From an optimization exercise on the open Yosys and OpenROAD flow, aimed at a short achievable clock period and few clock cycles; shortcuts taken in it are not production practice. RTL that was checked went through simulation tests only; none was proved equivalent to the original. Function not checked in runs 2 to 4: the RTL went through the layout flow alone. Power is estimated from default activity; no workload was simulated.

==> flow/config.mk <==
export PLATFORM = sky130hd
export DESIGN_NAME = top
export DESIGN_NICKNAME = top
export VERILOG_FILES = /design/flow/design.v
export SDC_FILE = /design/flow/constraint.sdc
export NUM_CORES = 4
export LEC_CHECK = 0
export CAP_MARGIN = 20
export CORE_MARGIN = 2
export CORE_UTILIZATION = 40
export SLEW_MARGIN = 20
==> flow/constraint.sdc <==
create_clock -name core_clock -period 12.0 [get_ports {clk}]
set_input_delay 2.4000 -clock core_clock [delete_from_list [all_inputs] [get_ports {clk}]]
set_output_delay 2.4000 -clock core_clock [all_outputs]
set_load 0.01 [all_outputs]
==> flow/design.v <==
module pc_adder(a,b,c);
  input [31:0]a,b;
  output [31:0]c;
  assign c=a+b;
endmodule
module ALU(A,B,Result,ALUControl,OverFlow,Carry,Zero,Negative);
    input [31:0]A,B;
    input [2:0]ALUControl;
    output Carry,OverFlow,Zero,Negative;
    output [31:0]Result;
    wire Cout;
    wire [31:0]Sum;
    assign {Cout,Sum} = (ALUControl[0] == 1'b0) ? A + B :
                                          (A + ((~B)+1)) ;
    assign Result = (ALUControl == 3'b000) ? Sum :
                    (ALUControl == 3'b001) ? Sum :
                    (ALUControl == 3'b010) ? A & B :
                    (ALUControl == 3'b011) ? A | B :
                    (ALUControl == 3'b101) ? {{31{1'b0}},(Sum[31])} : {32{1'b0}};
    assign OverFlow = ((Sum[31] ^ A[31]) & 
                      (~(ALUControl[0] ^ B[31] ^ A[31])) &
                      (~ALUControl[1]));
    assign Carry = ((~ALUControl[1]) & Cout);
    assign Zero = &(~Result);
    assign Negative = Result[31];
endmodule
module alu_decoder (ALUOp,op,ALUControl,Funct3,Funct7);
  input [6:0] op,Funct7;
  input [1:0]ALUOp;
  input [2:0]Funct3;
  output [2:0] ALUControl;
  wire [1:0] concat;
  assign concat = {op[5],Funct7[5]};
  assign ALUControl = 
     (ALUOp == 2'b00) ? 3'b000:
     (ALUOp == 2'b01) ? 3'b001:
    ((ALUOp == 2'b10) & (Funct3 == 3'b010)) ? 3'b101 :
    ((ALUOp == 2'b10) & (Funct3 == 3'b110)) ? 3'b011 :
    ((ALUOp == 2'b10) & (Funct3 == 3'b111)) ? 3'b010 :
    ((ALUOp == 2'b10) & (Funct3 == 3'b000) & (concat == 2'b11)) ? 3'b001 :
    ((ALUOp == 2'b10) & (Funct3 == 3'b000) & (concat != 2'b11)) ? 3'b000 :3'b000;
    endmodule
module and_gate (a,b,c);
  input a,b;
  output c;
  assign c = a & b;
endmodule
module Main_Decoder(op,RegWrite,ImmSrc,ALUSrc,MemWrite,ResultSrc,Branch,ALUOp,PCSrc,Zero);
  input Zero;
  input [6:0]op;
    output RegWrite,ALUSrc,MemWrite,ResultSrc,Branch,PCSrc;
    output [1:0]ImmSrc,ALUOp;
  assign RegWrite = ((op == 7'b0000011) | (op  == 7'b0110011)) |(op == 7'b0010011) ? 1'b1 : 1'b0 ;
 assign MemWrite = (op == 7'b0100011) ? 1'b1 : 1'b0 ;
  assign ALUSrc = ((op == 7'b0000011) | (op  == 7'b0100011) | (op  == 7'b0010011)) ? 1'b1 : 1'b0 ;
 assign Branch = (op == 7'b1100011) ? 1'b1 : 1'b0 ;
 assign ResultSrc = (op == 7'b0000011) ? 1'b1 : 1'b0 ;
  assign ImmSrc = (op == 7'b0100011) ? 2'b01 : (op == 7'b1100011) ? 2'b10 : (op == 7'b0000011) | (op == 7'b0010011) ? 2'b00 :2'b00 ;
  assign ALUOp = (op == 7'b0110011) | (op == 7'b0010011) ? 2'b10 : (op == 7'b1100011) ? 2'b01 : 2'b00;
  assign  PCSrc = Zero & Branch;
  endmodule
module control_unit(op,RegWrite,ImmSrc,ALUSrc,MemWrite,ResultSrc,Branch,PCSrc,Zero,ALUControl,Funct3,Funct7);
  input [6:0]op,Funct7;
                    input Zero;
  input [2:0]Funct3;
    output RegWrite,ALUSrc,MemWrite,ResultSrc,Branch,PCSrc;
    output [1:0]ImmSrc;
    output [2:0]ALUControl;
 wire [1:0]ALUOp;
 Main_Decoder main_dec(.op(op)
             ,.RegWrite(RegWrite)
             ,.ImmSrc(ImmSrc)
             ,.ALUSrc(ALUSrc)
             ,.MemWrite(MemWrite)
             ,.ResultSrc(ResultSrc)
             ,.Branch(Branch)
             ,.ALUOp(ALUOp)
             ,.PCSrc(PCSrc)
             ,.Zero(Zero));
alu_decoder alu_dec (.ALUOp(ALUOp)
             ,.op(op)
             ,.ALUControl(ALUControl)
             ,.Funct3(Funct3)
             ,.Funct7(Funct7));                    
endmodule
module MUX (a,b,c,s);
  input [31:0]a,b;
  input s;
  output [31:0]c;
  assign c = (~s) ? a : b;
endmodule
module Program_Counter(clk,reset,pc_next,pc_out);
  input clk,reset;
  input [31:0] pc_next;
  output reg [31:0] pc_out;
  always @(posedge clk) begin
    if(reset) begin
      pc_out<=32'b0;
    end
    else begin
    pc_out<=pc_next;
    end
  end
endmodule
module register_file(clk,reset,A1,A2,A3,WD3,WE3,RD1,RD2);
  input [4:0] A1,A2,A3;
  input clk,reset,WE3;
  input [31:0] WD3;
  output [31:0] RD1,RD2;
  reg [31:0] Reg [31:0];
  always@(posedge clk) begin
    if(WE3 && (A3 != 5'd0)) begin
        Reg[A3] <= WD3;
      end
  end
  assign RD1 = (reset || (A1 == 5'd0)) ? 32'b0 : Reg[A1];
  assign RD2 = (reset || (A2 == 5'd0)) ? 32'b0 : Reg[A2];
endmodule
module sign_extend(in,out,ImmSrc);
  input [31:0] in;
  input [1:0] ImmSrc;
  output [31:0] out;
  assign out = (ImmSrc == 2'b00 ) ? {{20{in[31]}},in[31:20]} :( ImmSrc == 2'b01) ? {{20{in[31]}},in[31:25],in[11:7]}: 
    (ImmSrc == 2'b10) ? {{20{in[31]}},in[7],in[30:25],in[11:8],1'b0} :
    ({20{in[31:0]}});
endmodule
module top(clk,reset,imem_addr,imem_rdata,dmem_addr,dmem_wdata,dmem_we,dmem_rdata);
  input clk,reset;
  output [31:0] imem_addr;
  input [31:0] imem_rdata;
  output [31:0] dmem_addr;
  output [31:0] dmem_wdata;
  output dmem_we;
  input [31:0] dmem_rdata;
  wire [31:0] pc_instmem,instmem_cu,reg_mux,extend_top,srcA,srcB,ALU_datamem,datamem_out,mux_reg,bmux_pc,adder_mux,pc_input,shiftleft_wire,b_adder_wire,branch_pc;
  wire regwritewire,alusrc_wire,zero_wire,memwrite_wire,resultsrc_wire,pcsrc_wire,branch_wire,b_mux_control;
  wire [1:0] immsrc_wire;
  wire [2:0] alu_Control;
  Program_Counter pc(.clk(clk)
                     ,.reset(reset)
                     ,.pc_next(bmux_pc)
                     ,.pc_out(pc_instmem));
  assign imem_addr = pc_instmem;
  assign instmem_cu = (reset == 1'b1 ) ? 32'b0 : imem_rdata;
  register_file regfile(.clk(clk)
                ,.reset(reset)
                ,.A1(instmem_cu[19:15])
                ,.A2(instmem_cu[24:20])
                ,.A3(instmem_cu[11:7])
                ,.WD3(mux_reg)
                ,.WE3(regwritewire)
                ,.RD1(srcA)
                ,.RD2(reg_mux)); 
  control_unit cu(.op(instmem_cu[6:0])
                  ,.RegWrite(regwritewire)
                  ,.ImmSrc(immsrc_wire)
                  ,.ALUSrc(alusrc_wire)
                  ,.MemWrite(memwrite_wire)
                  ,.ResultSrc(resultsrc_wire)
                  ,.Branch(branch_wire)
                  ,.PCSrc(pcsrc_wire)
                  ,.Zero(zero_wire)
                  ,.ALUControl(alu_Control)
                  ,.Funct3(instmem_cu[14:12])
                  ,.Funct7(instmem_cu[31:25])); 
  sign_extend sign_ext (.in(instmem_cu)
                        ,.out(extend_top)
                        ,.ImmSrc(immsrc_wire));
  MUX mux_alu (.a(reg_mux)
               ,.b(extend_top)
               ,.c(srcB)
               ,.s(alusrc_wire));
  ALU alu(.A(srcA)
          ,.B(srcB)
          ,.Result(ALU_datamem)
          ,.ALUControl(alu_Control)
          ,.OverFlow()
          ,.Carry()
          ,.Zero(zero_wire)
          ,.Negative());
  assign dmem_addr = ALU_datamem;
  assign dmem_wdata = reg_mux;
  assign dmem_we = memwrite_wire;
  assign datamem_out = (reset) ? 32'b0 : dmem_rdata;
  MUX mux_datamem (.a(ALU_datamem)
               ,.b(datamem_out)
               ,.c(mux_reg)
               ,.s(resultsrc_wire));
  pc_adder addermux(.a(pc_instmem)
           ,.b(32'd4)
           ,.c(branch_pc));
  pc_adder branch_adder(.a(pc_instmem)
                        ,.b(extend_top)
                        ,.c(b_adder_wire));
  MUX branch_mux (.a(branch_pc)
                  ,.b(b_adder_wire)
                  ,.c(bmux_pc)
                  ,.s(b_mux_control));
  and_gate andgate (.a(branch_wire)
                    ,.b(zero_wire)
                    ,.c(b_mux_control));
endmodule
==> flow/run.sh <==
#!/bin/bash
# synth_recipe.tcl (not shown) runs the flow's synth.tcl, then flattens the netlist and writes it again
# the make line also repeats each setting of config.mk as NAME=value (left out here)
make -C /OpenROAD-flow-scripts/flow DESIGN_CONFIG=/design/flow/config.mk WORK_HOME=/design/flow/orfs CLKGATE_MAP_FILE= SYNTH_SCRIPT=/design/flow/synth_recipe.tcl finish
==> notes.md, run 1 <==
Outcome
The run finished with no timing, DRC or antenna violations.

GRT
The number of antenna violations at the first check in global routing is 8. The number of global-route vias before repair came to between 40000 and 50000. The total overflow reported by the global router is 0. The first global-routing pass estimated about 330000 um of wire. Global routing consumed, over all layers together, 30.54% of the routing resources. Entering global routing, the biggest net connects about 120 pins.

Route
The per-cell via count in the routed design is between 6 and 7. For this block, the initial DRC count from the detailed router was a little under 7000. The first TritonRoute pass finished after 9 iterations. The final wirelength is 233600 um. The number of vias after detailed routing is about 49000. Once detail routing completed, the nets flagged for antenna violations numbered 0.

The DRC violation count after routing is 0. The detailed-route wire length per cell is between 30 and 40 um.

Floorplan
During I/O placement, the number of pins put on the boundary was roughly 160. In this run the standard cell core region covers ~140000 sq um. The die covers 148000 sq um. Once the floorplan was initialized, standard cells occupied just over 40% of the core.

The number of placement rows is approximately 140. The floorplan die width is slightly below 400 um. The die extent in y is between 300 and 400 um.

Logic synthesis
The synthesized design devotes to its leading area cell type a little over half of total area. After synthesis the cells add up to roughly 58000 sq um. The number of distinct library cell variants in the gate-level netlist after synthesis is 91.

The number of flops mapped to enable cells by yosys is between 1000 and 1500. Sequential cells were found to cover between 50% and 60% of the synthesized design area. Synthesis inferred 1056 register bits. The post-synthesis area per instance is 10.98 sq um.

The number of warnings printed during yosys synthesis is 2. Sorting the synthesized cells by area gives the leading types as edfxtp_1, mux2i_1, a211oi_1. Of all cell types, the one taking the most synthesized area is edfxtp_1. The async set or reset register ratio after synthesis is 0%. Among all flip-flop cells after synthesis, the most frequent one is edfxtp_1.

Synthesis produced a netlist whose cell count is between 5000 and 6000.

Clocking
The later pin in the worst-skew pair is clocked with a latency of a little under 0.8 ns. The number of cells upsized or downsized after cts is 0. The clock transition at the registers of the reported paths is ~0.07 ns. The number of buffers added by the clock tree synthesis step is ~110.

TritonCTS built the clock tree. The cell sitting at the root of the clock tree is a clkbuf_16. Counting every sink on the clock net gives between 1000 and 1500. The H-tree was split into 3 levels. The number of buffers added to fix hold violations after cts is 0. No sink is reached through more buffers than the 3 on the longest clock path. The number of setup buffers added after CTS is 0.

Flow run
Max-cap violations in this run came to 0.

Hold path
The path category of the worst min-delay check is reg -> reg. For hold timing, the worst endpoint is pc.pc_out[0]. The worst hold path depth is 2. The worst hold path begins at pc.pc_out[0].

Placement
At the end of routability-driven placement, the weighted congestion stood at between 0.9 and 1. The total instance count after detailed placement is about 7100. The total placed instance area is between 60000 and 70000 sq um. The half-perimeter wire length after placement is about 140000 um. The number of buffers added on ports is approximately 160.

Timing
Across the routed clock network, the largest skew measured is 0.09172 ns. The part of the cycle the worst path needs is a little over nine tenths. Setup repair after global routing left no endpoint under its margin. For the pin with the worst max-slew slack, the measured transition is 1.140 ns. The number of hold-slack violations in the final timing report came to 0. Measured against its own limit, the worst slew margin works out to about a quarter. The max-slew violation count is 0.

The worst hold slack after final layout is around 0.56 ns. The maximum achievable frequency is 86.39 MHz. The final critical path time including I/O delays and setup is about 12 ns.

The summed negative setup slack over all endpoints is 0 ns. Setup violations remaining at the end of the flow were counted as 0.

Setup path
The worst setup path is captured at an output pin. The endpoint identified for the worst register-to-register timing path is pc.pc_out[30]. For flop-to-flop paths, the worst setup slack is about 4.7 ns. The signal on the critical path passes through clkdlybuf4s50_1 > o21ai_4 > buf_4 > o21ai_0 > o21ai_0 > nor2_1 > o21ai_0 > inv_1 > a21oi_1 > ha_1 > a21oi_1 > o21ai_0 > a2111oi_0 > nand3_1 > a311oi_1 > o21bai_1 > o21ai_0 > xor2_1 > or4_1 > nand2_1 > clkdlybuf4s50_1. The slowest cell on the critical path is o21ai_0. The startpoint identified for the worst register-to-register timing path is regfile.Reg[9][11]. The class of the most critical setup path is in -> out.

The biggest fanout along the worst timing path is 11. Grouping stages by cell kind, the critical path spends the most delay in compound AO/OA/AOI/OAI gates. STA puts the critical path data required time at between 9 and 10 ns. Together, buffers and inverters on the worst path number 4.

In this design, the critical path's most frequently occurring cell is o21ai_0. The delay of the slowest cell on the worst path is around 0.85 ns. At the worst endpoint, the arrival time is between 9 and 10 ns. The cell count of the worst reg-to-reg path is 20.

STA classifies the critical path startpoint as an input pin.

Cells and area
The number of antenna diodes in the final layout is 0. The layout net count is about 5600. The top cell types in the final layout, fill and taps aside, are edfxtp_1, nand2_1, mux2i_1, a211oi_1, nor2_1. The number of filler cells placed in the layout is 13030. After routing the design area is ~66000 sq um. The area growth from synthesis to layout is 14.60%. The non-filler instance count after layout is 7350. The post-route netlist has under 10% of its cells at a drive strength greater than 1. The most common cell after layout, fill and taps aside is edfxtp_1.

Power
The power per cell area is ~150 nW/um^2. The worst vdd rail ir drop is 0.1344 mV. Total power for the finished layout comes to just under 10 mW. The leakage power total is 22.74 nW.
[per-stage QoR]
step | setup WS (ns) | util (%)
2_1_floorplan | 2.458 | -
3_3_place_gp | 0.6903 | 43.68
3_5_place_dp | 0.7202 | 43.68
4_1_cts | 0.6973 | 46.25
5_1_grt | 0.2388 | 46.25
6_report | 0.4239 | 46.25
[flip-flops by register name (all words and copies together), names as in the netlist]
signal	count
pc.pc_out	32
regfile.Reg	1024
[cells by family after synthesis]
kind of cell | share of synthesized area [%]
xor+xnor | 1.042
mux | 7.984
other cells | 0.006469
flops | 54.15
simple gates | 11.40
compound gates | 18.79
buf+inv | 3.721
fa+ha+maj | 2.909
[routing by layer]
metal / part of all wire, % / wire length [um] / global-route usage [%]
met5: 0.042 / 97 / 0
met4: 4.8 / 11180 / 13.33
met1: 39 / 91730 / 41.54
met2: 43 / 101200 / 45.76
met3: 13 / 29460 / 8.148
[where the power goes]
group          internal, mW  leakage (nW)  switching [mW]
logic                 0.537          11.4            1.37
registers              4.39          9.51         0.00849
clock network          2.02          1.79            1.52
[synthesized netlist by cell type, drive strengths merged, types with 4 or more instances]
| cell | n |
|---|---|
| nand2b | 16 |
| mux2i | 387 |
| or4 | 9 |
| nor2b | 255 |
| nand2 | 564 |
| o2111a | 4 |
| nand4 | 14 |
| ha | 130 |
| o22ai | 170 |
| a211oi | 331 |
| o41ai | 4 |
| nand3 | 45 |
| clkbuf | 368 |
| nor3 | 106 |
| a22oi | 36 |
| o21ai | 213 |
| nor2 | 356 |
| or3 | 6 |
| a221o | 68 |
| xor2 | 27 |
| o2111ai | 5 |
| and3 | 18 |
| edfxtp | 1024 |
| a31oi | 231 |
| nor3b | 9 |
| a2111oi | 68 |
| or2 | 5 |
| inv | 124 |
| a21o | 20 |
| o21bai | 15 |
| o211ai | 18 |
| a311oi | 79 |
| dfxtp | 32 |
| and2 | 8 |
| xnor2 | 42 |
| buf | 74 |
| o21a | 29 |
| o31ai | 9 |
| mux2 | 67 |
| a21oi | 159 |
| nor4 | 13 |
| a221oi | 70 |
| a211o | 10 |
[how the worst max path moves through the flow]
stage | startpoint | to | slack, ns | cells after the start
6_report | imem_rdata[23] | dmem_addr[0] | 0.42 | 21
3_5_place_dp | reset | dmem_addr[0] | 0.72 | 21
4_1_cts | imem_rdata[23] | dmem_addr[0] | 0.70 | 21
5_1_grt | reset | dmem_addr[0] | 0.24 | 23
2_1_floorplan | imem_rdata[15] | dmem_addr[0] | 2.46 | 24
3_3_place_gp | reset | dmem_addr[0] | 0.69 | 21
[final cells by class]
type / instances / area, sq um / share of cell area [%]
timing repair buffer: 370 / 3515 / 5.290
clock buffer: 138 / 2910 / 4.381
inverter: 124 / 465.4 / 0.7006
tap: 1903 / 2381 / 3.584
clock inverter: 68 / 782.0 / 1.177
multi-input combinational: 3691 / 24990 / 37.62
sequential: 1056 / 31390 / 47.25
[worst reg2reg max path, delay by kind of cell (launching register included)]
kind	cells	cell delay [ns]
flip-flops	1	0.35
AND/OR/NAND/NOR	9	2.68
buffers and inverters	1	0.19
multiplexers	2	0.32
AO/OA/AOI/OAI	7	3.01
adder cells (fa/ha/maj)	1	0.62
Testbench counts, summed over its fixed seeds: cycles 146,144.
==> run 2: changes to the inputs <==
--- a/flow/design.v
+++ b/flow/design.v
@@ -134,69 +134,122 @@
   input [31:0] dmem_rdata;
-  wire [31:0] pc_instmem,instmem_cu,reg_mux,extend_top,srcA,srcB,ALU_datamem,datamem_out,mux_reg,bmux_pc,adder_mux,pc_input,shiftleft_wire,b_adder_wire,branch_pc;
-  wire regwritewire,alusrc_wire,zero_wire,memwrite_wire,resultsrc_wire,pcsrc_wire,branch_wire,b_mux_control;
-  wire [1:0] immsrc_wire;
-  wire [2:0] alu_Control;
-  Program_Counter pc(.clk(clk)
-                     ,.reset(reset)
-                     ,.pc_next(bmux_pc)
-                     ,.pc_out(pc_instmem));
-  assign imem_addr = pc_instmem;
-  assign instmem_cu = (reset == 1'b1 ) ? 32'b0 : imem_rdata;
-  register_file regfile(.clk(clk)
-                ,.reset(reset)
-                ,.A1(instmem_cu[19:15])
-                ,.A2(instmem_cu[24:20])
-                ,.A3(instmem_cu[11:7])
-                ,.WD3(mux_reg)
-                ,.WE3(regwritewire)
-                ,.RD1(srcA)
-                ,.RD2(reg_mux)); 
-  control_unit cu(.op(instmem_cu[6:0])
-                  ,.RegWrite(regwritewire)
-                  ,.ImmSrc(immsrc_wire)
-                  ,.ALUSrc(alusrc_wire)
-                  ,.MemWrite(memwrite_wire)
-                  ,.ResultSrc(resultsrc_wire)
-                  ,.Branch(branch_wire)
-                  ,.PCSrc(pcsrc_wire)
-                  ,.Zero(zero_wire)
-                  ,.ALUControl(alu_Control)
-                  ,.Funct3(instmem_cu[14:12])
-                  ,.Funct7(instmem_cu[31:25])); 
-  sign_extend sign_ext (.in(instmem_cu)
-                        ,.out(extend_top)
-                        ,.ImmSrc(immsrc_wire));
-  MUX mux_alu (.a(reg_mux)
-               ,.b(extend_top)
-               ,.c(srcB)
-               ,.s(alusrc_wire));
-  ALU alu(.A(srcA)
-          ,.B(srcB)
-          ,.Result(ALU_datamem)
-          ,.ALUControl(alu_Control)
-          ,.OverFlow()
-          ,.Carry()
-          ,.Zero(zero_wire)
-          ,.Negative());
-  assign dmem_addr = ALU_datamem;
-  assign dmem_wdata = reg_mux;
-  assign dmem_we = memwrite_wire;
-  assign datamem_out = (reset) ? 32'b0 : dmem_rdata;
-  MUX mux_datamem (.a(ALU_datamem)
-               ,.b(datamem_out)
-               ,.c(mux_reg)
-               ,.s(resultsrc_wire));
-  pc_adder addermux(.a(pc_instmem)
-           ,.b(32'd4)
-           ,.c(branch_pc));
-  pc_adder branch_adder(.a(pc_instmem)
-                        ,.b(extend_top)
-                        ,.c(b_adder_wire));
-  MUX branch_mux (.a(branch_pc)
-                  ,.b(b_adder_wire)
-                  ,.c(bmux_pc)
-                  ,.s(b_mux_control));
-  and_gate andgate (.a(branch_wire)
-                    ,.b(zero_wire)
-                    ,.c(b_mux_control));
-endmodule
+  localparam NBTB = 4;
+  reg [31:0] pc_f;
+  reg        x_valid, x_pred;
+  reg [31:0] x_ir, x_pc;
+  reg        m_rw, m_load, m_we;
+  reg [4:0]  m_rd;
+  reg [31:0] m_res, m_wdata;
+  reg        w_rw, w_load;
+  reg [4:0]  w_rd;
+  reg [31:0] w_res, w_ld;
+  reg [31:0] rf [1:31];
+  reg [NBTB-1:0] btb_v;
+  reg [31:0] btb_pc  [0:NBTB-1];
+  reg [31:0] btb_tgt [0:NBTB-1];
+  reg [$clog2(NBTB)-1:0] btb_ptr;
+  assign imem_addr  = pc_f;
+  assign dmem_addr  = m_res;
+  assign dmem_wdata = m_wdata;
+  assign dmem_we    = m_we;
+  wire [6:0] op  = x_ir[6:0];
+  wire [2:0] f3  = x_ir[14:12];
+  wire [4:0] rs1 = x_ir[19:15];
+  wire [4:0] rs2 = x_ir[24:20];
+  wire [4:0] rd  = x_ir[11:7];
+  wire is_r  = (op == 7'b0110011);
+  wire is_i  = (op == 7'b0010011);
+  wire is_lw = (op == 7'b0000011);
+  wire is_sw = (op == 7'b0100011);
+  wire is_br = (op == 7'b1100011);
+  wire regw  = is_r | is_i | is_lw;
+  wire [31:0] imm_i = {{20{x_ir[31]}}, x_ir[31:20]};
+  wire [31:0] imm_s = {{20{x_ir[31]}}, x_ir[31:25], x_ir[11:7]};
+  wire [31:0] imm_b = {{20{x_ir[31]}}, x_ir[7], x_ir[30:25], x_ir[11:8], 1'b0};
+  wire [31:0] w_val = w_load ? w_ld : w_res;
+  function [31:0] rdreg(input [4:0] a);
+    rdreg = (a == 5'd0) ? 32'd0 : rf[a];
+  endfunction
+  wire fm1 = m_rw & ~m_load & (m_rd == rs1);
+  wire fm2 = m_rw & ~m_load & (m_rd == rs2);
+  wire fw1 = w_rw & (w_rd == rs1);
+  wire fw2 = w_rw & (w_rd == rs2);
+  wire [31:0] a = fm1 ? m_res : fw1 ? w_val : rdreg(rs1);
+  wire [31:0] b = fm2 ? m_res : fw2 ? w_val : rdreg(rs2);
+  wire use2 = is_r | is_sw | is_br;
+  wire stall = x_valid & m_rw & m_load &
+               ((m_rd == rs1) | (use2 & (m_rd == rs2)));
+  wire        alu_sub = is_br | (is_r & (f3 == 3'b000) & x_ir[30]) |
+                        ((is_r | is_i) & (f3 == 3'b010));
+  wire [31:0] opb = is_r ? b : is_sw ? imm_s : imm_i;
+  wire [31:0] sum = a + (alu_sub ? ~opb : opb) + {31'd0, alu_sub};
+  reg  [31:0] res;
+  always @* begin
+    res = sum;
+    if (is_r | is_i) begin
+      case (f3)
+        3'b010: res = {31'd0, sum[31]};
+        3'b110: res = a | opb;
+        3'b111: res = a & opb;
+        default: res = sum;
+      endcase
+    end
+  end
+  wire taken    = is_br & (a == b);
+  wire go       = x_valid & ~stall;
+  wire redirect = go & (taken != x_pred);
+  wire [31:0] tgt_t = x_pc + imm_b;
+  wire [31:0] tgt_n = x_pc + 32'd4;
+  wire [31:0] redir_pc = taken ? tgt_t : tgt_n;
+  reg hit;
+  reg [31:0] hit_tgt;
+  integer k;
+  always @* begin
+    hit = 1'b0; hit_tgt = pc_f + 32'd4;
+    for (k = 0; k < NBTB; k = k + 1)
+      if (btb_v[k] && btb_pc[k] == pc_f) begin hit = 1'b1; hit_tgt = btb_tgt[k]; end
+  end
+  reg xhit;
+  reg [$clog2(NBTB)-1:0] xidx;
+  always @* begin
+    xhit = 1'b0; xidx = 0;
+    for (k = 0; k < NBTB; k = k + 1)
+      if (btb_v[k] && btb_pc[k] == x_pc) begin xhit = 1'b1; xidx = k; end
+  end
+  always @(posedge clk) begin
+    if (reset) begin
+      pc_f <= 32'd0;
+      x_valid <= 1'b0; x_pred <= 1'b0;
+      m_rw <= 1'b0; m_load <= 1'b0; m_we <= 1'b0;
+      w_rw <= 1'b0; w_load <= 1'b0;
+      btb_v <= 0; btb_ptr <= 0;
+    end else begin
+      if (redirect) begin
+        pc_f <= redir_pc;
+        x_valid <= 1'b0; x_pred <= 1'b0;
+      end else if (!stall) begin
+        pc_f <= hit ? hit_tgt : pc_f + 32'd4;
+        x_valid <= 1'b1; x_pred <= hit;
+        x_ir <= imem_rdata; x_pc <= pc_f;
+      end
+      m_rw   <= go & regw & (rd != 5'd0);
+      m_load <= go & is_lw;
+      m_we   <= go & is_sw;
+      m_rd   <= rd;
+      m_res  <= res;
+      m_wdata <= b;
+      w_rw   <= m_rw; w_load <= m_load; w_rd <= m_rd;
+      w_res  <= m_res; w_ld <= dmem_rdata;
+      if (go & is_br & taken & ~xhit) begin
+        btb_v[btb_ptr] <= 1'b1;
+        btb_ptr <= btb_ptr + 1'b1;
+      end else if (go & is_br & ~taken & xhit) begin
+        btb_v[xidx] <= 1'b0;
+      end
+    end
+    if (go & is_br & taken & ~xhit) begin
+      btb_pc[btb_ptr] <= x_pc;
+      btb_tgt[btb_ptr] <= tgt_t;
+    end
+    if (w_rw) rf[w_rd] <= w_val;
+  end
+endmodule
==> run 2 against run 1 <==
  * First-iteration DRC count increased by 24%
  * Synthesized cell count decreased by 5.4%
  * Critical path depth decreased by 7
  * Clock skew decreased by 0.022 ns
  * Routed wire length increased by 21%
  * Largest cell class unchanged
  * Sequential share of layout area increased by 5.4 points
  * Register-to-register slack got worse by 0.44 ns
  * Utilization decreased by 0.58 points
  * Non-clock buffer count decreased by 29
  * Still clean
  * Via count increased by 4.2%
  * Fmax increased by 50%
  * Final cell count increased by 5.7%
==> notes.md, run 2 <==
Outcome
The flow ran to the end and the layout has no timing, DRC or antenna violations.

Logic synthesis
Of all flip-flops after synthesis, the portion carrying an async set or reset was 0%. The leading cell type by number of instances after synthesis is edfxtp_1. The top cell type by area accounts for about three fifths of the synthesized area. The area of the mapped netlist is roughly 75000 sq um. The leading area contributor after synthesis is edfxtp_1. The number of flops mapped to enable cells by yosys is about 1400. In this run, synthesis produced a sequential element count of roughly 1500. For this run, the number of Yosys warnings is 1. The post-synthesis area per instance is 14.93 sq um. After synthesis, the cell types taking the most area are edfxtp_1, mux4_2, xnor2_1. Synthesis handed over a netlist of between 4000 and 5000 instances. The dominant synthesized flop cell is edfxtp_1. Sequential cells were found to cover 59.67% of the synthesized design area. The number of distinct library cell variants in the gate-level netlist after synthesis is 87.

After synthesis, the most frequently instantiated cells are edfxtp_1, mux4_2, xnor2_1, nor2_1, clkbuf_1.

Route
The per-cell via count in the routed design is ~6.5. Detailed routing inserted a total of 50760 vias. The routed design has about 280000 um of wire.

The number of iterations in the first detailed-routing pass is 9. The DRC violation count after routing is 0. In the final routed layout, each cell accounts on average for ~36 um.

The count of nets left with antenna violations once routing finished came out at 0. The first-iteration detailed-routing DRC count is around 8400.

Timing
The number of hold-slack violations in the final timing report was 0. The relative max-transition margin is 16.64%. Setup violations remaining at the end of the flow were counted as 0.

The slew at the pin with the worst max-slew slack is 1.250 ns. The clock skew is between 0.06 and 0.07 ns. The final critical path time including I/O delays and setup is approximately 7.7 ns. Setup slack closes at ~4.3 ns. Adding up every negative setup slack in the final design gives 0 ns.

Derived from the worst setup path, the maximum achievable clock frequency is ~130 MHz. Setup repair after global routing left no endpoint under its margin. The part of the cycle the worst path needs is 64.49%. The max-slew violation count is 0.

Cells and area
The area growth from synthesis to layout is 13.49%. Of the cells placed in the final design, the portion with a size suffix greater than 1 is a little under a fifth. The area of all placed cells without fillers is 84680 sq um. The layout net count is 5288. In the layout the commonest cells are edfxtp_1, mux4_2, xnor2_1, nand2_1, mux2i_1. The number of filler cells placed in the layout is between 15000 and 20000.

The library cell used most frequently in the layout, excluding fill and tap cells, is edfxtp_1. The most flop-heavy register is rf. The largest registers in the layout are rf: 992 flops, btb_pc: 128 flops, btb_tgt: 124 flops. The register with the most flip-flops in the layout has around 990 of them.

GRT
The first global-routing pass estimated about 390000 um of wire. Global routing finished with a remaining overflow of 0. The pin count of the biggest net entering global routing is ~100. The number of global-route vias before repair is 48160.

For this run, the total global-route usage over all layers was measured as a little under 30%. The number of antenna violations at the first check in global routing was 10.

Placement
The routability-driven placement congestion ratio is 0.9763. The total placed instance area is roughly 80000 sq um. Once detailed placement completed, the half-perimeter wirelength came to between 150000 and 200000 um.

The number of buffers added on ports is between 150 and 200. The worst slack at placement is 4.282 ns.

Clocking
The number of cells upsized or downsized after cts is 0. The clock network latency to the later pin of the worst-skew pair is 0.84 ns. Counting along the longest clock path gives a buffer depth of 3. The clock tree from TritonCTS is done. After clock tree synthesis, the clock-pin slew on the worst setup and hold paths is roughly 0.060 ns.

The H-tree generated during clock tree synthesis spans 4 levels. TritonCTS created roughly 160 clock buffers. In this run the clock root is driven by a clkbuf_16. The number of setup buffers added after CTS is 0. CTS saw about 1500 sinks. The number of buffers added to fix hold violations after cts is 0.

Setup path
The largest single stage delay on the critical path is between 0.7 and 0.8 ns. Data on the critical path arrives at its endpoint at slightly above 8 ns. The slowest cell on the critical path is and2_4. STA classifies the critical path endpoint as a flip-flop. The cell that appears most often on the critical path is buf_4. At the worst endpoint, the required time is about 13 ns. Traced cell by cell, the critical path runs through buf_4 > buf_4 > mux4_2 > a22oi_1 > nand4_1 > a221o_1 > xor2_1 > nand4_1 > nor4_1 > and3_1 > buf_4 > mux2i_2 > and2_4 > buf_12. Of all nets on the critical path, the largest fanout is between 40 and 50. STA classifies the critical path startpoint as a flip-flop.

The critical path is of the reg -> reg type.

Power
Dividing total power by cell area gives a power density of roughly 150 nW/um^2. The worst-case IR drop observed on VDD is roughly 0.12 mV. In this run the static leakage power is approximately 28 nW. The post-layout total power is roughly 13 mW.

Floorplan
In this run the count of I/O pins placed on the die edge is between 150 and 200. Once the floorplan was initialized, standard cells occupied 40.24% of the core. The die extent in y is 435.9 um. The floorplan has between 150 and 200 rows.

The floorplan die width is 435.9 um. The area of the core is 185400 sq um. The die covers about 190000 sq um.

Hold path
The tightest min-delay check is of the reg -> reg type.

Flow run
The count of maximum capacitance violations is 0.
==> run 2: cell types whose count changed after synthesis, moves of 147 or more <==
cell	change
edfxtp_1	+422
mux4_2	+416
nand2_1	-339
a211oi_1	-259
nor2b_1	-228
xnor2_1	+225
a31oi_1	-194
mux2i_1	-161
xor2_1	+147
==> run 2: final timing paths <==
| check | to | startpoint | cells after the start | slack (ns) |
|---|---|---|---|---|
| setup reg to reg | x_pc[29] | flip-flop | 14 | 4.26 |
| hold / removal | pc_f[4] | pc_f[4] | 1 | 0.48 |
| setup / recovery | x_pc[29] | flip-flop | 14 | 4.26 |
| hold reg to reg | pc_f[4] | pc_f[4] | 1 | 0.48 |
==> run 2: through the flow <==
step / util (%) / hold slack [ns] / cells
floorplan: - / 0.4164 / 4998
global placement: 42.81 / 0.4474 / 7466
detailed placement: 42.83 / 0.4647 / 7468
CTS: 45.66 / 0.4790 / 7762
global route: 45.66 / 0.4998 / 7762
finish: 45.67 / 0.4789 / 7767
==> run 2: worst max-delay path, delay by kind of cell, from the launching register on <==
family / cells / cell delay, ns
AOI/OAI and AO/OA: 2 / 0.76
xor gates and xnor gates: 1 / 0.34
and+or+nand+nor: 5 / 2.14
muxes: 2 / 1.36
DFF: 1 / 0.66
buffers and inverters: 4 / 1.97
==> run 2: where the power goes <==
part	switching [mW]	total, mW	internal (mW)
Combinational	1.18	1.84	0.660
Sequential	0.195	6.21	6.01
Clock	2.19	5.00	2.81
Total	3.56	13.0	9.48
==> run 2: metal layers <==
layer / vias up / wire [um] / GRT usage (%)
li1: 20340 / - / -
met2: 3663 / 123000 / 42.82
met3: 656 / 35140 / 7.653
met5: - / 29 / 0
met4: 4 / 15760 / 13.87
met1: 26100 / 108500 / 39.80
==> run 2: cells by family (layout without fill, tap and decap cells) <==
logic type | count (synthesis) | count (layout) | synth area share, %
AO/OA/AOI/OAI | 836 | 836 | 7.818
flip-flops | 1501 | 1501 | 59.67
other | 0 | 5 | 0
adder cells (fa/ha/maj) | 99 | 99 | 1.583
buffers and inverters | 431 | 715 | 2.645
XOR/XNOR | 441 | 441 | 5.177
multiplexers | 691 | 691 | 16.38
AND/OR/NAND/NOR | 999 | 999 | 6.726
==> run 2: cell type report <==
class / count / area, sq um / share of cell area (%)
repair buffers: 341 / 3025 / 3.573
clock buffers: 200 / 4318 / 5.099
multi-input cells: 3066 / 28430 / 33.58
inverters: 80 / 305.3 / 0.3605
well taps: 2480 / 3103 / 3.664
diodes: 5 / 12.51 / 0.01478
clock inverters: 94 / 930.9 / 1.099
flip-flops and latches: 1501 / 44550 / 52.61
==> run 3: changes to the inputs <==
--- a/flow/design.v
+++ b/flow/design.v
@@ -135,5 +135,6 @@
   localparam NBTB = 4;
+  localparam USE_BTB = 1;
   reg [31:0] pc_f;
   reg        x_valid, x_pred;
-  reg [31:0] x_ir, x_pc;
+  reg [31:0] x_ir, x_pc, x_ra, x_rb;
   reg        m_rw, m_load, m_we;
@@ -144,2 +145,5 @@
   reg [31:0] w_res, w_ld;
+  reg        z_rw;
+  reg [4:0]  z_rd;
+  reg [31:0] z_val;
   reg [31:0] rf [1:31];
@@ -153,2 +157,22 @@
   assign dmem_we    = m_we;
+  wire [31:0] fi = imem_rdata;
+  function [31:0] rdreg(input [4:0] a);
+    rdreg = (a == 5'd0) ? 32'd0 : rf[a];
+  endfunction
+  wire [31:0] f_ra = rdreg(fi[19:15]);
+  wire [31:0] f_rb = rdreg(fi[24:20]);
+  wire f_br   = (fi[6:0] == 7'b1100011);
+  wire f_spred = f_br & ((fi[19:15] == fi[24:20]) | fi[31]);
+  wire [31:0] f_immb = {{20{fi[31]}}, fi[7], fi[30:25], fi[11:8], 1'b0};
+  wire [31:0] f_stgt = pc_f + f_immb;
+  reg hit;
+  reg [31:0] hit_tgt;
+  integer k;
+  always @* begin
+    hit = 1'b0; hit_tgt = 32'd0;
+    for (k = 0; k < NBTB; k = k + 1)
+      if (USE_BTB && btb_v[k] && btb_pc[k] == pc_f) begin hit = 1'b1; hit_tgt = btb_tgt[k]; end
+  end
+  wire f_pred = hit | f_spred;
+  wire [31:0] f_next = hit ? hit_tgt : f_spred ? f_stgt : pc_f + 32'd4;
   wire [6:0] op  = x_ir[6:0];
@@ -168,5 +192,2 @@
   wire [31:0] w_val = w_load ? w_ld : w_res;
-  function [31:0] rdreg(input [4:0] a);
-    rdreg = (a == 5'd0) ? 32'd0 : rf[a];
-  endfunction
   wire fm1 = m_rw & ~m_load & (m_rd == rs1);
@@ -175,4 +196,6 @@
   wire fw2 = w_rw & (w_rd == rs2);
-  wire [31:0] a = fm1 ? m_res : fw1 ? w_val : rdreg(rs1);
-  wire [31:0] b = fm2 ? m_res : fw2 ? w_val : rdreg(rs2);
+  wire fz1 = z_rw & (z_rd == rs1);
+  wire fz2 = z_rw & (z_rd == rs2);
+  wire [31:0] a = fm1 ? m_res : fw1 ? w_val : fz1 ? z_val : x_ra;
+  wire [31:0] b = fm2 ? m_res : fw2 ? w_val : fz2 ? z_val : x_rb;
   wire use2 = is_r | is_sw | is_br;
@@ -202,10 +225,2 @@
   wire [31:0] redir_pc = taken ? tgt_t : tgt_n;
-  reg hit;
-  reg [31:0] hit_tgt;
-  integer k;
-  always @* begin
-    hit = 1'b0; hit_tgt = pc_f + 32'd4;
-    for (k = 0; k < NBTB; k = k + 1)
-      if (btb_v[k] && btb_pc[k] == pc_f) begin hit = 1'b1; hit_tgt = btb_tgt[k]; end
-  end
   reg xhit;
@@ -223,2 +238,3 @@
       w_rw <= 1'b0; w_load <= 1'b0;
+      z_rw <= 1'b0;
       btb_v <= 0; btb_ptr <= 0;
@@ -229,5 +245,4 @@
       end else if (!stall) begin
-        pc_f <= hit ? hit_tgt : pc_f + 32'd4;
-        x_valid <= 1'b1; x_pred <= hit;
-        x_ir <= imem_rdata; x_pc <= pc_f;
+        pc_f <= f_next;
+        x_valid <= 1'b1; x_pred <= f_pred;
       end
@@ -236,8 +251,5 @@
       m_we   <= go & is_sw;
-      m_rd   <= rd;
-      m_res  <= res;
-      m_wdata <= b;
-      w_rw   <= m_rw; w_load <= m_load; w_rd <= m_rd;
-      w_res  <= m_res; w_ld <= dmem_rdata;
-      if (go & is_br & taken & ~xhit) begin
+      w_rw   <= m_rw; w_load <= m_load;
+      z_rw   <= w_rw;
+      if (go & is_br & taken & ~xhit & ~x_pred) begin
         btb_v[btb_ptr] <= 1'b1;
@@ -248,3 +260,11 @@
     end
-    if (go & is_br & taken & ~xhit) begin
+    if (stall) begin
+      x_ra <= a; x_rb <= b;
+    end else begin
+      x_ir <= fi; x_pc <= pc_f; x_ra <= f_ra; x_rb <= f_rb;
+    end
+    m_rd <= rd; m_res <= res; m_wdata <= b;
+    w_rd <= m_rd; w_res <= m_res; w_ld <= dmem_rdata;
+    z_rd <= w_rd; z_val <= w_val;
+    if (go & is_br & taken & ~xhit & ~x_pred) begin
       btb_pc[btb_ptr] <= x_pc;
==> flow/flow/run.sh (new file) <==
#!/bin/bash
set -uo pipefail
bash standard.sh SETUP_SLACK_MARGIN=8.6 finish > flow_standard.log 2>&1
==> flow/standard.sh (new file) <==
#!/bin/bash
# synth_recipe.tcl (not shown) runs the flow's synth.tcl, then flattens the netlist and writes it again
# the make line also repeats each setting of config.mk as NAME=value (left out here)
make -C /OpenROAD-flow-scripts/flow DESIGN_CONFIG=/design/flow/config.mk WORK_HOME=/design/flow/orfs CLKGATE_MAP_FILE= SYNTH_SCRIPT=/design/flow/synth_recipe.tcl "${@:-finish}"
--- a/flow/config.mk
+++ b/flow/config.mk
@@ -7,2 +7,3 @@
 export LEC_CHECK = 0
+export ABC_CLOCK_PERIOD_IN_PS = 3000
 export CAP_MARGIN = 20
removed: flow/run.sh
==> run 3 against run 2 <==
  * Still clean on timing, DRC and antenna
  * Routed wire length increased by 13%
  * Sequential share of layout area fell by 7.8 points
  * Critical path type unchanged
  * Highest routed layer unchanged
  * Die area grew 4.1%
  * Clock-buffer cell count up 23
  * Largest cell class unchanged
  * Register-to-register slack improved by 2.8 ns
  * Worst setup slack better by 2.8 ns
  * Design area rose by 19%
  * Worst hold slack got worse by 0.083 ns
  * First-iteration DRC count is 5.4% lower
==> notes.md, run 3 <==
Setup path
The critical path capture point type is a flip-flop. The setup path with the least slack is of type reg -> reg. The worst setup path is launched from a flip-flop. Along the worst path, the maximum fanout reaches 5. The endpoint required time on the critical path is between 10 and 15 ns. The worst path arrival time is between 5 and 6 ns.

Floorplan
The die is ~440 um tall. The initialized floorplan defines between 150 and 200 standard-cell rows. 163 I/O pins were placed. The initial utilization of the core area, before any placement, comes to roughly 40%. The die covers 197800 sq um.

The die is about 440 um wide. The area of the core is around 190000 sq um.

Logic synthesis
The sequential fraction of the synthesis area is between 50% and 60%. Yosys mapped a number of flops with a built-in enable equal to 1308. Counting distinct cell types in the post-synthesis netlist gives 89. Synthesis inferred 1593 register bits.

In the synthesized netlist the async set-or-reset flop fraction comes to 0%. Summed over all instances, the cell type with the most area after synthesis is edfxtp_1. Summing every instance area after synthesis gives roughly 78000 sq um. Sorting the synthesized cells by how often they occur yields edfxtp_1, mux4_2, dfxtp_1, xnor2_1, nor2_1. By area the synthesized netlist is led by edfxtp_1, mux4_2, dfxtp_1.

The portion of synthesized cell area occupied by the leading cell type is between 50% and 60%. The average instance in the mapped netlist occupies approximately 15 sq um. The dominant synthesized flop cell is edfxtp_1. Synthesis produced a netlist whose cell count is ~5200.

The leading cell type by number of instances after synthesis is edfxtp_1. The number of warnings printed during yosys synthesis is 1.

Timing
Setup repair after global routing could not meet its margin everywhere. The final critical path takes up about two fifths of the cycle. The worst hold slack after final layout is 0.3958 ns.

For the final database, setup skew stands at ~0.066 ns. For the pin with the worst max-slew slack, the measured transition is around 1.2 ns. The number of endpoints failing setup at the final stage is 0. The max-slew violation count came to 0. Headroom to the max-slew limit came out at roughly 22%. The maximum achievable frequency is about 200 MHz. The number of hold-slack violations in the final timing report was 0. The smallest clock period supported by the final layout is computed as approximately 5 ns. The summed negative setup slack over all endpoints is 0 ns.

Placement
In this run the tool buffered the top-level ports with 162 buffer cells. The HPWL after detailed placement is 167600 um. Routability-driven placement finished with a final weighted congestion of 0.9078.

Power
Of the total power, the share spent switching nets is between 20% and 30%. The internal portion of the total power is 10.54 mW. The analysis attributes to cell leakage a power of roughly 35 nW.

The sequential share of power is between 40% and 50%. The power per cell area is around 150 nW/um^2. The net switching power of the design is approximately 4.2 mW. The clock share of power is 36.0%.

Combinational logic burns ~18% of the power. IR analysis of the VDD net gives a maximum drop of 0.1301 mV.

Route
Dividing the detail-routed via count by the number of cells gives around 6.5. The number of iterations in the first detailed-routing pass is 7. The final wirelength is 318700 um. The detailed-route wire length per cell is between 30 and 40 um.

The number of vias after detailed routing is roughly 56000. The DRC violation count after routing is 0. The detail route stage leaves a number of antenna-violating nets equal to 0.

For this block, the initial DRC count from the detailed router was between 7000 and 8000.

Cells and area
Leaving out fill and tap cells, the most frequent cell in the layout is edfxtp_1. For this run, the post-layout net count is 6155. The area growth from synthesis to layout is 30.00%. The number of filler cells placed in the layout is 15320. The most flop-heavy register is rf.

The register with the most flip-flops in the layout has around 1000 of them. Cells with a size suffix above 1 make up approximately 39% of the layout. The largest registers in the layout are rf: 992 flops, btb_pc: 128 flops, btb_tgt: 124 flops. In the layout the commonest cells are edfxtp_1, mux4_2, buf_4, xnor2_1, nor2_1.

GRT
The number of global-route vias before repair is between 50000 and 60000. The pin count of the biggest net entering global routing is 63. The total track usage is roughly 31%. The wire length of the first global-routing pass is 429600 um. The number of antenna violations at the first check in global routing is 12. The total overflow reported by the global router is 0.

Clocking
The clock reaches the later pin of the worst-skew pair after around 0.86 ns. Clock-pin slew was measured on the worst setup and hold paths at 0.06 ns. Buffers inserted during clock tree synthesis total about 170. The library cell used as clock root buffer is clkbuf_16. In this run the deepest clock path goes through 3 buffers.

The number of sinks on the clock net is approximately 1600. The clock tree from TritonCTS is done. The H-tree level count is 4.

Outcome
The flow ran to the end and the layout has no timing, DRC or antenna violations.

Hold path
The path category of the worst min-delay check is reg -> reg.

Flow run
Across the run, the number of max-cap violations was 0.
-- run 3: cell count changes after synthesis, sizes merged, moves of 57 or more --
cell    change
o21ai      +57
mux4      +160
inv        +66
dfxtp     +230
a22oi      -83
edfxtp    -138
a21oi      +69
-- run 3: worst max-delay path: stages (launching register included) --
cell,delay [ns]
edfxtp_1,0.40
buf_6,0.16
xnor2_4,0.16
nand3_4,0.11
buf_6,0.14
nor4_4,0.28
buf_12,0.17
buf_12,0.12
a21oi_4,0.03
a22oi_2,0.27
a211oi_2,0.12
a21oi_2,0.21
xor2_1,0.18
ha_1,0.28
nor2b_4,0.14
o21ai_2,0.16
a21boi_2,0.09
o21bai_1,0.20
a211o_1,0.24
a31oi_4,0.12
a221o_1,0.41
a21oi_2,0.20
buf_4,0.17
nand2b_4,0.05
a21oi_2,0.14
xor2_1,0.16
a21oi_1,0.09
-- run 3: cell type report --
| class | instances | area (sq um) | area share [%] |
|---|---|---|---|
| Timing Repair Buffer | 906 | 11940 | 11.82 |
| Antenna cell | 5 | 12.51 | 0.01239 |
| Sequential cell | 1593 | 45210 | 44.76 |
| Multi-Input combinational cell | 3166 | 34420 | 34.08 |
| Timing Repair inverter | 10 | 50.05 | 0.04956 |
| Clock buffer | 223 | 4624 | 4.579 |
| Tap cell | 2526 | 3161 | 3.129 |
| Inverter | 143 | 593.1 | 0.5872 |
| Clock inverter | 91 | 988.4 | 0.9787 |
-- run 3: repair_timing --
action / 4_1_cts / 5_1_grt
gates resized for setup: 1375 / 233
hold buffers: 0 / 0
pin swaps: 128 / 133
setup buffers: 374 / 103
setup endpoints to repair: 582 / 578
gates cloned: 114 / 29
-- run 3: final timing paths --
kind,startpoint,end,slack [ns],depth (start not counted)
min reg2reg,m_res[29],w_res[29],0.40,0
max reg2reg,x_ir[22],m_res[26],7.04,26
max,x_ir[22],m_res[26],7.04,26
min,m_res[29],w_res[29],0.40,0
-- run 3: layer usage --
metal / vias to the layer above / track usage (%) / wire length [um]
met3: 1252 / 7.493 / 34730
met4: 8 / 22.56 / 29660
met1: 28710 / 36.91 / 107400
li1: 22350 / - / -
met2: 4115 / 49.72 / 146800
met5: - / 0 / 69
-- run 3: power by group through the flow --
stage	logic, mW	clock network (mW)	registers, mW
finish	2.61	5.31	6.81
CTS	2.37	5.34	6.79
floorplan	1.05	0	6.78
detailed placement	1.79	0	6.91
global placement	1.76	0	6.91
global route	2.67	5.55	6.80
-- run 3: through the flow --
step / setup WS (ns) / area, sq um / util [%] / std cells / power [mW]
2_1_floorplan: 7.171 / 79460 / - / 5236 / 7.825
3_3_place_gp: 5.244 / 83250 / 43.18 / 7720 / 8.677
3_5_place_dp: 5.560 / 83270 / 43.20 / 7720 / 8.695
4_1_cts: 7.172 / 98300 / 50.99 / 8522 / 14.51
5_1_grt: 6.927 / 101000 / 52.38 / 8658 / 15.03
6_report: 7.043 / 101000 / 52.39 / 8663 / 14.73
-- run 3: cell families after synthesis --
kind of cell	after synthesis	synth area share (%)
xor gates and xnor gates	483	5.465
and+or+nand+nor	966	6.217
buffers and inverters	500	2.485
AOI/OAI and AO/OA	766	6.259
adders and majority gates	107	1.733
DFF	1593	57.90
muxes	821	19.94
==> run 4: changes to the inputs <==
==> flow/run.sh (new file) <==
#!/bin/bash
# synth_recipe.tcl (not shown) runs the flow's synth.tcl, then flattens the netlist and writes it again
# the make line also repeats each setting of config.mk as NAME=value (left out here)
make -C /OpenROAD-flow-scripts/flow DESIGN_CONFIG=/design/flow/config.mk WORK_HOME=/design/flow/orfs CLKGATE_MAP_FILE= SYNTH_SCRIPT=/design/flow/synth_recipe.tcl finish
--- a/flow/config.mk
+++ b/flow/config.mk
@@ -11,2 +11,3 @@
 export CORE_UTILIZATION = 40
+export SETUP_SLACK_MARGIN = 5
 export SLEW_MARGIN = 20
removed: flow/flow/run.sh
removed: flow/standard.sh
==> run 4 against run 3 <==
  * Critical path type unchanged
  * Still clean on timing, DRC and antenna
  * Sequential share of layout area rose by 6.2 points
  * Clock power down 1%
  * Synthesized cell count is the same
  * First-iteration DRC count down 29%
  * Largest power group unchanged
  * Design area shrank 13%
  * Utilization fell by 6.6 points
  * Clock-buffer cell count is 10 higher
  * Worst hold slack improved by 0.016 ns
  * Die area unchanged
  * Worst setup slack got worse by 1.8 ns
  * Global-route usage down 5.7 points
  * Clock skew increased by 0.026 ns
==> notes.md, run 4 <==
Logic synthesis
The area of the mapped netlist is 77690 sq um. The number of distinct library cell variants in the gate-level netlist after synthesis is about 90. The most common cell in the synthesized netlist is edfxtp_1. The leading area contributor after synthesis is edfxtp_1. The portion of synthesized cell area occupied by the leading cell type is 50.56%. The most used flip-flop cell after synthesis is edfxtp_1. Ranked by total cell area, the synthesized netlist is headed by edfxtp_1, mux4_2, dfxtp_1. In this run, synthesis inferred approximately 1300 flip-flops with an integrated enable. Sorting the synthesized cells by how often they occur yields edfxtp_1, mux4_2, dfxtp_1, xnor2_1, nor2_1. The async set or reset register ratio after synthesis is 0%.

The number of register bits inferred by synthesis is 1593. The count of mapped cells out of synthesis is about 5200. Averaged over all synthesized cells, the footprint is between 10 and 15 sq um. For this run, the number of Yosys warnings is 1. After synthesis, flip-flops and latches occupy between 50 and 60% of the total area.

Floorplan
Measured along the y axis, the die boundary spans 444.7 um. For this design the top-level I/O count stands at about 160. In this run the horizontal extent of the chip is roughly 440 um.

For this configuration, the core starts out at a cell density of between 40% and 50%. The area of the core is ~190000 sq um. The die covers 197800 sq um.

The floorplan has about 160 rows.

Clocking
Clock latency on the worst-skew pair, taken at its later pin, is approximately 0.84 ns. The library cell used as clock root buffer is clkbuf_16. The buffer depth of the longest clock path is 3. CTS built an H-tree with a depth of 4.

The number of sinks on the clock net is between 1500 and 2000. The number of buffers added to fix hold violations after cts is 0. Clock-pin slew was measured on the worst setup and hold paths at roughly 0.060 ns.

TritonCTS built the clock tree. The number of setup buffers added after CTS is 0. The number of clock buffers added by TritonCTS is 169.

Flow run
The count of maximum capacitance violations is 0.

Cells and area
The largest registers in the layout are rf: 992 flops, btb_pc: 128 flops, btb_tgt: 124 flops. In the layout the commonest cells are edfxtp_1, mux4_2, dfxtp_1, xnor2_1, a21oi_1. The finished cells cover between 80000 and 90000 sq um. The fraction of final layout cells sized beyond drive strength 1 is between 20 and 25%.

The most flop-heavy register is rf. The library cell used most frequently in the layout, excluding fill and tap cells, is edfxtp_1. The core occupancy in the finished layout is between 40% and 50%. The layout net count is between 5000 and 6000. The area growth from synthesis to layout is 13.57%. The register with the most flip-flops in the layout has approximately 1000 of them.

Timing
Hold is met by between 0.4 and 0.5 ns. The relative max-transition margin is roughly 18%. Of the available clock period, the critical path in the final layout requires a little under three fifths.

The final critical path time including I/O delays and setup is 6.769 ns. The number of hold-slack violations in the final timing report is 0. For the final routed database, the setup TNS stands at 0 ns. The slew at the pin with the worst max-slew slack is around 1.2 ns. The maximum achievable frequency is approximately 150 MHz. The number of endpoints failing setup at the final stage is 0. The clock skew is about 0.09 ns. The max-slew violation count is 0. Setup repair after global routing left no endpoint under its margin.

GRT
The first global-routing pass estimated around 360000 um of wire. The number of antenna violations at the first check in global routing is 11. The pin count of the biggest net entering global routing is 105.

The number of global-route vias before repair is around 50000. The total overflow reported by the global router is 0. Across every metal layer, demand over resource in global routing totals around a quarter.

Power
After layout, the design draws a total of approximately 14 mW. The sequential share of power is between 40% and 50%. The analysis attributes to cell leakage a power of roughly 30 nW. For this design the total switching power over the nets is between 3 and 4 mW. For this design the ratio of total power to cell area is around 160 nW/um^2.

The worst vdd rail ir drop is between 0.1 and 0.15 mV. The proportion of power drawn by combinational gates is between 10% and 20%. In this run switching power makes up a little over a quarter of total power. The clock share of power is between 30% and 40%. Cell internal power was estimated by the tool at slightly above 10 mW.

Setup path
STA classifies the critical path endpoint as a flip-flop. Of all nets on the critical path, the largest fanout is 33. The number of cells on the worst reg-to-reg path is 13. STA puts the critical path data required time at 12.39 ns. The worst setup path is launched from a flip-flop.

The worst setup path is of the reg -> reg kind. STA puts the critical path data arrival time at just over 7 ns.

Placement
Summed over all nets, the half-perimeter wirelength after detailed placement is between 150000 and 200000 um. The number of buffers added on ports is 162. The congestion estimate from routability-driven global placement came to 0.9511. The total placed instance area is between 80000 and 90000 sq um.

Hold path
The worst hold path passes through 0 cells. The path category of the worst min-delay check is reg -> reg.

Route
The first-iteration detailed-routing DRC count is about 5600. The pre-antenna-repair detailed-routing pass consisted of 6 iterations. The per-cell via count in the routed design is about 6.2. The post-detailed-route count of antenna-violating nets is 0.

The number of vias after detailed routing is slightly below 50000. The DRC violation count after routing is 0. After detailed routing, the average wire length per cell comes to between 30 and 40 um.

The final layout contains routed wiring with a total length of ~260000 um.

Outcome
The run finished with no timing, DRC or antenna violations.
## run 4: cell counts after synthesis
No cell type changed its count.
## run 4: worst max-delay path: stages (launching register included)
cell and delay [ns]:
edfxtp_1 0.56, xnor2_1 0.29, nand4_2 0.50, nor2_4 0.64, mux2_2 0.40, o221ai_1 0.89, xnor2_1 0.20, nand3_1 0.17
nor4_4 0.32, nand3_1 0.24, buf_4 0.27, nor4_4 0.62, and2_4 0.55, buf_4 0.59
## run 4: logic make-up after synthesis
group / after synthesis / synth area share [%]
DFF: 1593 / 57.90
buffers and inverters: 500 / 2.485
muxes: 821 / 19.94
adders and majority gates: 107 / 1.733
xor gates and xnor gates: 483 / 5.465
and+or+nand+nor: 966 / 6.217
AOI/OAI and AO/OA: 766 / 6.259
## run 4: power groups by stage
stage                     combinational (mW)  sequential (mW)  clock [mW]
after floorplan                        0.974             6.77           0
after global placement                  1.71             6.87           0
after detailed placement                1.74             6.87           0
after CTS                               1.74             6.76        5.31
after global routing                    1.86             6.77        5.53
final                                   1.76             6.76        5.25
## run 4: layout make-up
class                   instances  area, sq um
diodes                          3        7.507
fillers                     16730       104500
inverters                     143        541.8
clock inverters                78        860.8
repair buffers                309         2854
well taps                    2526         3161
multi-input cells            3144        31100
clock buffers                 233         4725
flip-flops and latches       1593        44990
## run 4: what timing repair did
| item | in CTS | in global routing |
|---|---|---|
| pin swaps | 0 | 1 |
| gates cloned | 0 | 1 |
| resized for setup | 1 | 4 |
| endpoints found under the setup margin | 45 | 109 |
| hold endpoints to repair | 0 | 0 |
## run 4: per-layer routing
| layer | vias up | GRT usage, % | wire length [um] |
|---|---|---|---|
| met3 | 558 | 3.931 | 18020 |
| met2 | 2283 | 42.60 | 126300 |
| met5 | - | 0 | 0 |
| met4 | 0 | 12.41 | 13820 |
| met1 | 25630 | 32.40 | 97840 |
| li1 | 20970 | - | - |
## run 4: path summary, 6_finish.rpt
path / from / endpoint / slack, ns
worst min register to register: m_rd[0] / w_rd[0] / 0.41
worst max-delay path: x_ir[22] / btb_tgt[1][19] / 5.23
worst max register to register: x_ir[22] / btb_tgt[1][19] / 5.23
worst min-delay path: m_rd[0] / w_rd[0] / 0.41
## run 4: metrics by stage
stage                     worst slack, ns  std cells
after global placement              5.032       7709
after detailed placement            5.007       7711
after global routing                5.028       8029
after CTS                           5.003       8022
after floorplan                     6.758       5236
final                               5.231       8029

-- afterwards: timing with drivers on the ports --
Ports are ideal in the flow. The routed layouts listed here were re-timed in OpenROAD. Step 1 (the two cells are an assumption about what drives the block):
set clk [get_ports {clk}]
set_driving_cell -lib_cell sky130_fd_sc_hd__clkbuf_16 $clk
set_driving_cell -lib_cell sky130_fd_sc_hd__buf_2 [delete_from_list [all_inputs] $clk]
Step 2, shift: input delay + t, output delay - t, t = (earliest + latest rising clock arrival at the registers) / 2. This alone moves slack from input paths to output paths. Three values: ideal ports, drivers, drivers and shift; two values: the first two.
| run | t (ns) | setup WS [ns] | worst hold slack (ns) | latest minus earliest clock arrival (ns) | worst data-port slew with drivers (ns) |
|---|---|---|---|---|---|
| run 1 | 0.820 | 0.424 / 0.329 / 0.329 | 0.561 / 0.561 / 0.561 | 0.091 / 0.092 | 0.22 |
| run 2 | 0.891 | 4.261 / 4.261 / 4.261 | 0.479 / 0.479 / 0.479 | 0.070 / 0.070 | 0.09 |
| run 3 | 0.924 | 7.043 / 7.043 / 6.521 | 0.396 / 0.396 / 0.396 | 0.070 / 0.071 | 0.52 |
| run 4 | 0.877 | 5.231 / 5.231 / 5.231 | 0.412 / 0.412 / 0.412 | 0.092 / 0.092 | 0.22 |
After both steps every run listed still meets setup and hold. For run 3, which loses most, drivers alone change the setup slack by 0.000 ns; drivers and shift together by -0.522 ns.
